Background: an optimization exercise with open tools, aiming at small area and a short achievable clock period. Do not read the settings as production practice.
In this exercise RTL edits were held to simulation tests only and were not proved equivalent to the original.

==> flow/design.v (excerpt) <==
module OE_Sort #(
    parameter BIT_WIDTH = 8,
    parameter N = 16
    )
(
    input clk,
    input rst,
    input in_valid,
    input [BIT_WIDTH*N-1:0] list,
    output out_valid,
    output [BIT_WIDTH*N-1:0] sorted_list
    );
Settings: LEC_CHECK=0, ABC_AREA=1, CAP_MARGIN=20, CORE_MARGIN=2, CORE_UTILIZATION=55, SLEW_MARGIN=20; clock period 2.5 ns.
standard.sh (not shown) runs the stock make flow with config.mk's settings and CLKGATE_MAP_FILE= SYNTH_SCRIPT=/design/flow/synth_recipe.tcl, a recipe that flattens the netlist after the stock synthesis.
==> flow/flow/run.sh <==
#!/bin/bash
# The standard layout (the standard.sh, ORFS from synthesis to finish), except that
# buffer_ports gives every input and output port a sky130_fd_sc_hd__buf_2 instead of the
# delay buffer (clkdlybuf4s50_1) it picks by default. Each ORFS step keeps its own log under
# orfs/logs/; make's full output goes to standard.log here.
set -euo pipefail
export BUFFER_PORTS_ARGS="-buffer_cell sky130_fd_sc_hd__buf_2"
bash standard.sh finish > standard.log 2>&1
Rerun with:
==> flow/run.sh (new file) <==
#!/bin/bash
# synth_recipe.tcl (not shown) runs the flow's synth.tcl, then flattens the netlist and writes it again
# the make line also repeats each setting of config.mk as NAME=value (left out here)
make -C /OpenROAD-flow-scripts/flow DESIGN_CONFIG=/design/flow/config.mk WORK_HOME=/design/flow/orfs CLKGATE_MAP_FILE= SYNTH_SCRIPT=/design/flow/synth_recipe.tcl finish
removed: flow/flow/run.sh
removed: flow/standard.sh
=> Via count rises by 1.3%; synthesized cell count stays the same; flip-flop and latch count is unchanged; clock-buffer cell count went down by 10; cell area increases by 5.0%; worst setup slack gets worse by 0.037 ns; global-route usage stays flat.

Another version of the RTL of OE_Sort (not shown whole).
Size in the first run: ~1300 flip-flops, ~260 I/O pins, roughly 0.048 sq mm of cells after synthesis.
==> flow/design.v (excerpt) <==
module OE_Sort #(
    parameter BIT_WIDTH = 8,
    parameter N = 16
    )
(
    input clk,
    input rst,
    input in_valid,
    input [BIT_WIDTH*N-1:0] list,
    output out_valid,
    output [BIT_WIDTH*N-1:0] sorted_list
    );
reg [9:0] valid_pipe;
always @(posedge clk)
    if (rst) valid_pipe <= 10'b0;
    else valid_pipe <= {valid_pipe[8:0], in_valid};
assign out_valid = valid_pipe[9];
wire lt_0_0_13;
Compare_and_Swap #(.BIT_WIDTH(8)) cmp_0 (.a(list[7:0]), .b(list[111:104]), .a_lt_b(lt_0_0_13));
wire [7:0] x0_0 = lt_0_0_13 ? list[111:104] : list[7:0];
wire [7:0] x0_13 = lt_0_0_13 ? list[7:0] : list[111:104];
wire lt_1_1_12;
Compare_and_Swap #(.BIT_WIDTH(8)) cmp_1 (.a(list[15:8]), .b(list[103:96]), .a_lt_b(lt_1_1_12));
wire [7:0] x1_1 = lt_1_1_12 ? list[103:96] : list[15:8];
wire [7:0] x1_12 = lt_1_1_12 ? list[15:8] : list[103:96];
wire lt_2_2_15;
Compare_and_Swap #(.BIT_WIDTH(8)) cmp_2 (.a(list[23:16]), .b(list[127:120]), .a_lt_b(lt_2_2_15));
wire [7:0] x2_2 = lt_2_2_15 ? list[127:120] : list[23:16];
wire [7:0] x2_15 = lt_2_2_15 ? list[23:16] : list[127:120];
wire lt_3_3_14;
Compare_and_Swap #(.BIT_WIDTH(8)) cmp_3 (.a(list[31:24]), .b(list[119:112]), .a_lt_b(lt_3_3_14));
  ...
clock: 2.5 ns
lec_check: 0
abc_area: 1
cap_margin: 20
core_margin: 2
core_utilization: 65
cts_cluster_diameter: 80
cts_cluster_size: 30
setup_slack_margin: 0.8
slew_margin: 20
run.sh (not shown) runs the stock make flow with config.mk's settings and CLKGATE_MAP_FILE= SYNTH_SCRIPT=/design/flow/synth_recipe.tcl, a recipe that flattens the netlist after the stock synthesis.
Stock flow here: none of the scripts above is used.
The starting point completed without violations.
Change:
==> flow/flow/run.sh (new file) <==
#!/bin/bash
# The standard layout (the standard.sh, ORFS from synthesis to finish), except that
# buffer_ports gives every input and output port a sky130_fd_sc_hd__buf_1 instead of the
# delay buffer (clkdlybuf4s50_1) it picks by default. Each ORFS step keeps its own log under
# orfs/logs/; make's full output goes to standard.log here.
set -euo pipefail
export BUFFER_PORTS_ARGS="-buffer_cell sky130_fd_sc_hd__buf_1"
bash standard.sh finish > standard.log 2>&1
==> flow/standard.sh (new file) <==
#!/bin/bash
# synth_recipe.tcl (not shown) runs the flow's synth.tcl, then flattens the netlist and writes it again
# the make line also repeats each setting of config.mk as NAME=value (left out here)
make -C /OpenROAD-flow-scripts/flow DESIGN_CONFIG=/design/flow/config.mk WORK_HOME=/design/flow/orfs CLKGATE_MAP_FILE= SYNTH_SCRIPT=/design/flow/synth_recipe.tcl "${@:-finish}"
removed: flow/run.sh
Outcome: Register-to-register slack improves by 0.05 ns; via count came out lower by 1.1%; maximum frequency came out higher by 3.0%; final cell count hardly moves.
Change:
--- a/flow/flow/run.sh
+++ b/flow/flow/run.sh
@@ -3 +3 @@
-# buffer_ports gives every input and output port a sky130_fd_sc_hd__buf_1 instead of the
+# buffer_ports gives every input and output port a sky130_fd_sc_hd__buf_2 instead of the
@@ -7 +7 @@
-export BUFFER_PORTS_ARGS="-buffer_cell sky130_fd_sc_hd__buf_1"
+export BUFFER_PORTS_ARGS="-buffer_cell sky130_fd_sc_hd__buf_2"
CORE_UTILIZATION = 55   (was 65)
Effect: Utilization came out lower by 9.5 points. Sequential cell count stays the same. Routed wire length increases by 3.8%. Synthesized area is unchanged. Critical path depth is unchanged. Clock-buffer cell count went up by 4.

==> port drivers added, routing unchanged <==
The flow's constraints put no driver on any port. The routed layouts listed below were extracted and timed again, unchanged, in two steps.
Step 1 sets driving cells, clkbuf_16 on the clock port and buf_2 on the other inputs (assumed; they add their load-dependent delay and slew).
Step 2 times the ports against the registers' clock, not the clock port: input delays grow and output delays shrink by t, the midpoint of the rising clock arrivals with the driver on.
Slacks: ideal ports / drivers / drivers and shift; pairs: ideal ports / drivers.
| run | t, ns | setup WS [ns] | worst data-port slew with drivers (ns) |
|---|---|---|---|
| the first run of note 1 | 0.675 | 0.160 / 0.160 / -0.083 | 0.06 |
| the second run of note 1 | 0.679 | 0.123 / 0.054 / -0.482 | 0.05 |
| the first run of note 2 | 0.710 | 0.819 / 0.810 / 0.294 | 0.09 |
| the second run of note 2 | 0.705 | 0.868 / 0.800 / 0.552 | 0.08 |
| the third run of note 2 | 0.711 | 0.853 / 0.784 / 0.567 | 0.07 |
Met with ideal ports but missed after step 2: setup timing in the first run of note 1 and the second run of note 1. For the second run of note 1, which loses most, drivers alone change the setup slack by -0.069 ns; drivers and shift together by -0.605 ns.
